Background: an optimization exercise with open tools, aiming at small area. Do not read the settings as production practice. Function was checked by simulation only, so behaviour that the tests miss may differ from the original. No driver is modelled on the clock port, so clocking that relies on it looks cheaper here than on a real chip. Power figures rest on the tool's default switching activity, not on a simulated workload.

==> design/flow/design.v <==
module led_driver(
	input CLK,
	input RST,
	output LED_R,
	output LED_G,
	output LED_B,
	output VAL_CLK,
	output PWM_CLK
);
	reg [4:0] ps;
	reg [2:0] lo;
	reg [2:0] hq;
	reg [4:0] hy;
	reg [3:0] g;
	reg [2:0] k;
	reg [4:0] x;
	wire tick = ~ps[3] & ~ps[1] & ~ps[0];
	wire last = hq[2] & lo[2] & lo[1];
	wire fend = tick & last;
	wire hinc = tick & (&lo);
	wire step = fend & g[3] & ~g[2] & g[0];    
	assign PWM_CLK = last;
	assign VAL_CLK = g[3] & ~g[0];               
	always @(posedge CLK) begin
		if (RST) begin
			ps <= 5'd2;
			lo <= 3'd7;
			hq <= 3'd0;
			hy <= 5'd0;
			g <= 4'd15;
			k <= 3'd2;
			x <= 5'd0;
		end else begin
			ps <= tick ? 5'd2 : {ps[3:0], ps[4] ^ ps[1]};
			if (tick)
				lo <= lo + 3'd1;
			if (fend) begin
				hq <= 3'd0;
				hy <= 5'd0;
			end else if (hinc) begin
				if (&hy) begin
					hy <= 5'd1;
					hq <= {hq[1] & hq[0], hq[1] ^ hq[0], ~hq[0]};    
				end else
					hy <= hy + 5'd1;
			end
			if (fend)
				g <= {g[3] ? ~g[0] : &g[2:0], ~g[3] & (g[2] ^ (g[1] & g[0])), ~g[3] & (g[1] ^ g[0]), ~g[0]};
			if (step) begin
				if (x[4] & x[3] & x[2] & x[1]) begin
					x <= 5'd0;
					k <= k + 3'd1;
				end else
					x <= x + 5'd1;
			end
		end
	end
	wire ya = hy <= x;         
	wire yb = hy <= ~x;        
	function led;
		input [2:0] m;
		input [2:0] hq;
		input ya, yb;
		reg [2:0] t;
		begin
			t = {1'b0, m[1:0] ^ {2{m[2]}}} + (m[2] ? yb : ya);
			led = ~hq[2] & ({1'b0, hq[1:0]} < t);
		end
	endfunction
	assign LED_R = led(k - 3'd1, hq, ya, yb);
	assign LED_G = led(k, hq, ya, yb);
	assign LED_B = led(k + 3'd1, hq, ya, yb);
endmodule
==> design/flow/flow/run.sh <==
#!/bin/bash
# Layout flow: the standard flow (standard.sh), with these changes:
#  - ports buffered with the smallest buffer (buf_1)
set -euo pipefail
W=$(pwd)
SEEDS="$(seq 1 32) 159 280"
A="$W/abc"
mkdir -p "$A"
MAPS=('strash
dch
amap' 'strash
amap' 'strash
dch -f
amap' 'strash
dch
amap
topo
mfs3 -a' '&get -n
&dch -f
&nf -p -R 1000 -F 10 -A 10 -a
&put')
for seed in $SEEDS; do
  printf 'strash\n&get -n\n&deepsyn -I 1 -J 100 -S %s\n&put\nwrite_blif %s\n' $seed "$A/ds$seed.blif" > "$A/s${seed}_m1.abc"
  printf '%s\ntopo\n' "${MAPS[0]}" >> "$A/s${seed}_m1.abc"
  for m in 2 3 4 5; do
    printf 'read_blif %s\n%s\ntopo\n' "$A/ds$seed.blif" "${MAPS[$((m - 1))]}" > "$A/s${seed}_m$m.abc"
  done
done
cat > "$W/area_synth.tcl" <<EOT
# synth_recipe.tcl, with the ABC run replaced by the best of the candidates in $A
proc abc {args} {
  set dir $A
  set lib {}
  set i [lsearch -exact \$args -liberty]
  if { \$i >= 0 } { set lib [lindex \$args [expr {\$i + 1}]] }
  set i [lsearch -exact \$args -script]
  yosys write_rtlil \$dir/pre_abc.il
  set f [open \$dir/jobs.txt w]
  foreach s {$SEEDS} {
    set y [open \$dir/s\$s.ys w]
    foreach m {1 2 3 4 5} {
      if { \$m > 1 } { puts \$y "design -reset" }
      puts \$y "read_rtlil \$dir/pre_abc.il"
      puts \$y "abc [join [lreplace \$args \$i [expr {\$i + 1}] -script \$dir/s\${s}_m\$m.abc] { }]"
      puts \$y "tee -q -o \$dir/s\${s}_m\$m.area stat -liberty \$lib"
    }
    close \$y
    puts \$f "\$::env(YOSYS_EXE) -q -l \$dir/s\$s.log -s \$dir/s\$s.ys"
  }
  close \$f
  exec bash -c "xargs -P $NUM_CORES -I CMD bash -c CMD < \$dir/jobs.txt > \$dir/jobs.log 2>&1 || true"
  set best {}
  foreach a [lsort -dictionary [glob -nocomplain \$dir/s*_m*.area]] {
    if { [catch { set h [open \$a]; set t [read \$h]; close \$h }] } { continue }
    if { ![regexp {Chip area for module[^:]*: *([0-9.]+)} \$t -> v] } { continue }
    puts "ABC candidate [file tail \$a]: area \$v"
    if { \$best eq {} || \$v < \$best } { set best \$v; set bests [file rootname \$a].abc }
  }
  if { \$best eq {} } {
    puts "ABC: no candidate finished, using the first script"
    set bests \$dir/s1_m1.abc
  }
  puts "ABC best candidate [file tail \$bests]: area \$best"
  # a mapper-only script reads its seed's &deepsyn result; make sure it is there
  regexp {s([0-9]+)_m} [file tail \$bests] -> bs
  if { ![file exists \$dir/ds\$bs.blif] } { set bests \$dir/s\${bs}_m1.abc }
  yosys abc {*}[lreplace \$args \$i [expr {\$i + 1}] -script \$bests]
}
source $W/synth_recipe.tcl
EOT
cat > "$W/clkslew.tcl" <<EOT
source \$::env(SCRIPTS_DIR)/load.tcl
load_design 6_final.odb 6_final.sdc
read_spef \$::env(RESULTS_DIR)/6_final.spef
set_propagated_clock [all_clocks]
set mx 0
foreach p [get_pins -hier */CLK] { set s [get_property \$p slew_max]; if { \$s > \$mx } { set mx \$s } }
set f [open $W/clkslew.txt w]; puts \$f \$mx; close \$f
EOT
targets=finish
for cell in buf_12 clkbuf_16 buf_16; do
  export FLOW_CLKBUF=sky130_fd_sc_hd__$cell
  bash standard.sh SYNTH_SCRIPT="$W/area_synth.tcl" ADDER_MAP_FILE= \
    "BUFFER_PORTS_ARGS=-buffer_cell sky130_fd_sc_hd__buf_1" \
    "PRE_CTS_TCL=$W/flow/clkbuf.tcl" "CTS_ARGS=-clk_nets CLK" \
    $targets >> "$W/standard.log" 2>&1
  bash standard.sh RUN_SCRIPT="$W/clkslew.tcl" run > "$W/clkslew_$cell.log" 2>&1
  slew=$(cat "$W/clkslew.txt")
  echo "clock buffer $cell: largest clock pin slew $slew ns" >> "$W/standard.log"
  if awk -v s="$slew" 'BEGIN { exit !(s < 0.118) }'; then break; fi
  cp -r "$W/orfs/logs" "$W/logs_$cell"   # keep this try's logs; the next try cleans them
  targets="clean_cts clean_route clean_finish finish"
done
==> design/flow/flow/clkbuf.tcl <==
# Drive all clock sinks from one buffer placed at their centroid; the clock port drives only it.
set cell $::env(FLOW_CLKBUF)
set block [ord::get_db_block]
set db [ord::get_db]
set master [$db findMaster $cell]
set clk [$block findNet CLK]
set sinks [$clk getITerms]
set net [odb::dbNet_create $block clknet_0_CLK]
$net setSigType CLOCK
$clk setSigType CLOCK
set inst [odb::dbInst_create $block $master clkbuf_0_CLK]
set sx 0; set sy 0; set n 0
foreach it $sinks {
  set i [$it getInst]
  set bb [$i getBBox]
  set sx [expr {$sx + ([$bb xMin] + [$bb xMax]) / 2}]
  set sy [expr {$sy + ([$bb yMin] + [$bb yMax]) / 2}]
  incr n
  $it disconnect
  $it connect $net
}
[$inst findITerm A] connect $clk
[$inst findITerm X] connect $net
$inst setLocation [expr {$sx / $n}] [expr {$sy / $n}]
$inst setPlacementStatus PLACED
global_connect
puts "clock buffer $cell drives $n sinks"
==> design/flow/standard.sh <==
#!/bin/bash
# synth_recipe.tcl (not shown) runs the flow's synth.tcl, then flattens the netlist and writes it again
# the make line also repeats each setting of config.mk as NAME=value (left out here)
make -C /OpenROAD-flow-scripts/flow DESIGN_CONFIG=/design/flow/config.mk WORK_HOME=/design/flow/orfs CLKGATE_MAP_FILE= SYNTH_SCRIPT=/design/flow/synth_recipe.tcl "${@:-finish}"
==> design/flow/config.mk <==
export PLATFORM = sky130hd
export DESIGN_NAME = led_driver
export DESIGN_NICKNAME = led_driver
export VERILOG_FILES = /design/flow/design.v
export SDC_FILE = /design/flow/constraint.sdc
export NUM_CORES = 4
export LEC_CHECK = 0
export CAP_MARGIN = 20
export CORE_AREA = 2 2 62 62
export DIE_AREA = 0 0 64 64
export SLEW_MARGIN = 20
==> design/flow/constraint.sdc <==
create_clock -name core_clock -period 10.0 [get_ports {CLK}]
set_input_delay 2.0000 -clock core_clock [delete_from_list [all_inputs] [get_ports {CLK}]]
set_output_delay 2.0000 -clock core_clock [all_outputs]
set_load 0.01 [all_outputs]
==> results.cfg <==
[timing]
skew_ps = 5.95
hold-worst-slack_ps = 464
hold_violations = 0
max_freq_mhz = 246
rsz0062_at_grt = no
fin_crit_sh_pct = 40.7
worstMarginPinSlew_ps = 549
relSlewSlack_pct = 63.1
worst_slack_ps = 5930
tns_ps = 0
maxSlewViolCount = 0
min_period_ps = 4070
setup_violations = 0

[synth]
async_flop_share_pct = 0
synth_area_leaders = dfxtp_1, nor2_1, clkinv_1
synth.distinct_cells = 25
synthCells = 149
synthFlopType = dfxtp_1
ys_seq_elements = 28
synth.top_cell.area_share_pct = 47.4
yosysTopAreaCell = dfxtp_1
yosysWarnings = 1
syn_area_per_cell_sq_um = 7.94
yosysSeqAreaShare_pct = 47.4
synth_nets = 151
syn_area_sq_um = 1180
netlist_top_cells_count = dfxtp_1, nor2_1, clkinv_1
synth_edf_count = 0

[setup_path]
worstReg2RegStart = ps[1]
critPathSlowestCell = dfxtp_1
required_ps = 8000
crit_fanout = 5
worstPathArrival_ps = 2070
crit_end = LED_B
r2r_slack_ps = 7460
slowest_delay_ps = 370
ff2ff_path_depth = 13
crit_chain = clkinv_1 -> o211ai_1 -> a222oi_1 -> o22ai_1 -> o22ai_1 -> nor2_1 -> a21oi_1 -> a31oi_1 -> nand2_1 -> a31oi_1 -> buf_1
startpoint_type = flop
endpoint_kind = primary output
rr_endpoint = hq[2]
critPathKind = reg2out
crit_start = x[1]

[global_routing]
grt_max_degree = 29
grt_pass1_wl_mm = 3.97
grt_pass1_vias = 949
grt_usage_pct = 11.5
grt-ovfl-total = 0
antenna_found_initial = 0

[clocking]
holdBufCountCts = 0
cts_resized = 0
clk_latency_ps = 140
clk_pin_slew_worst_paths_ps = 100
postCtsSetupBuffers = 0

[placed_design]
portBuffers = 6
gp_congestion = 0.783
dp_hpwl_mm = 1.86
post-place-ws_ps = 6120

[flow_run]
maxCapViolCount = 0

[detailed_routing]
route.detailed.drc = 0
drt-wirelength-per-cell_um = 11.7
vias = 1044
wl_met1_mm = 1.14
wl_mm = 2.36
drt-initial-drc-count = 61
avgViaCountPerCell = 5.17
wl_met3_um = 60
top_layer_used = met4
dr_wl_met2_mm = 1.13
ant_nets = 0
first_pass_iters = 4

[hold_path]
hold_path_depth = 1
hp-start = ps[2]
min_path_type = reg2reg

[power_and_ir_drop]
p_per_area_nw_per_um2 = 135
pwr-share-comb_pct = 6.5
p_clk_share_pct = 25.0
p_sw_share_pct = 21.1
total_power_w = 0.000173
ir_drop_mv = 0.0616
p_switching_w = 0.0000365
internal_power_w = 0.000136
leakage_nw = 0.419
sequentialPowerShare_pct = 68.5

[status]
status = finished clean

[floorplan]
num_rows = 21
die-width_um = 64
initial_core_util_pct = 34.9
die_h_um = 64
die-area_sq_um = 4100
coreArea_sq_um = 3390
io_pins = 7

[layout]
n_fill_cell = 356
nets = 160
diodes = 0
syn_to_final_growth_pct = 8.46
drive_above_1_share_pct = 0.641
## critical path: cells and delay by family, from the launching register on
family                 cells  cell delay, ps
AO/OA/AOI/OAI              7            1020
flip-flops                 1             370
buffers and inverters      2             300
AND/OR/NAND/NOR            2             240
## routing by layer
metal / vias to the layer above / track usage (%)
met5: - / 0
met4: 0 / 0.815
met3: 2 / 0.528
met2: 12 / 21.6
met1: 483 / 14.9
li1: 547 / -
## final cells by class
cell class              count  area (sq um)  area share [%]
repair buffers              6          22.5            1.75
inverters                  20          75.1            5.85
multi-input cells         101           548            42.7
plain buffers               1          20.0            1.56
well taps                  46          57.6            4.48
flip-flops and latches     28           561            43.7
## power by group through the flow
stage	Combinational, W	Sequential, W	Clock, W
floorplan	0.00000854	0.000120	0
global placement	0.0000104	0.000121	0
detailed placement	0.0000113	0.000121	0
CTS	0.0000113	0.000121	0.0000333
global route	0.0000130	0.000119	0.0000492
finish	0.0000112	0.000119	0.0000432
## cells in the final DEF, fill, tap and decap left out, types with 3 or more instances in the layout
master / instances
nor2_1: 28
dfxtp_1: 28
clkinv_1: 20
nand2_1: 13
o21ai_0: 11
o22ai_1: 8
a211oi_1: 8
buf_1: 6
a21oi_1: 4
and3_1: 3
nor3_1: 3
## stage by stage
stage	instances	utilization [%]	instance area [sq um]
after CTS	202	37.9	1280
after global routing	202	37.9	1280
after detailed placement	201	37.3	1260
after global placement	201	37.3	1260
final	202	37.9	1280
after floorplan	149	-	1180
## worst min path at each step
stage	to	slack, ps
global placement	ps[1]	440
finish	ps[3]	460
floorplan	ps[1]	420
global route	ps[3]	480
detailed placement	ps[3]	450
CTS	ps[3]	450
## registers in the layout, indices dropped and copies added, names as in the netlist
signal  cells
k           3
ps          5
lo          3
hy          5
hq          3
g           4
x           5
## logic make-up (layout without fill, tap and decap cells)
family / after synthesis / in the layout / share of synthesized area [%]
flip-flops: 28 / 28 / 47.4
AO/OA/AOI/OAI: 46 / 46 / 26.3
buffers and inverters: 20 / 27 / 6.34
AND/OR/NAND/NOR: 55 / 55 / 20.0

[re-timing with driven ports]
The flow's constraints put no driver on any port. The routed layout listed below was extracted and timed again, unchanged, in two steps. Step 1, drivers: a clkbuf_16 drives CLK and a buf_2 each remaining input, both assumed. Step 2 adds t to the input delays and takes it off the output delays; t is the mean of the earliest and latest rising clock arrival at the registers after step 1. Input paths then give back, and output paths get back, about the clock's delay inside the block. Three values: ideal, step 1, step 2; two values: the first two.
shift t [ns]: 0.167
slack for setup (ns): 5.933 / 5.902 / 6.069
worst setup path after step 2: register to output
latest minus earliest clock arrival (ns): 0.006 / 0.006
worst slew at a driven data input, ns: 0.03
After both steps setup and hold are still met in this run. The setup slack of this run moves by -0.031 ns with the drivers and by +0.136 ns with both steps.
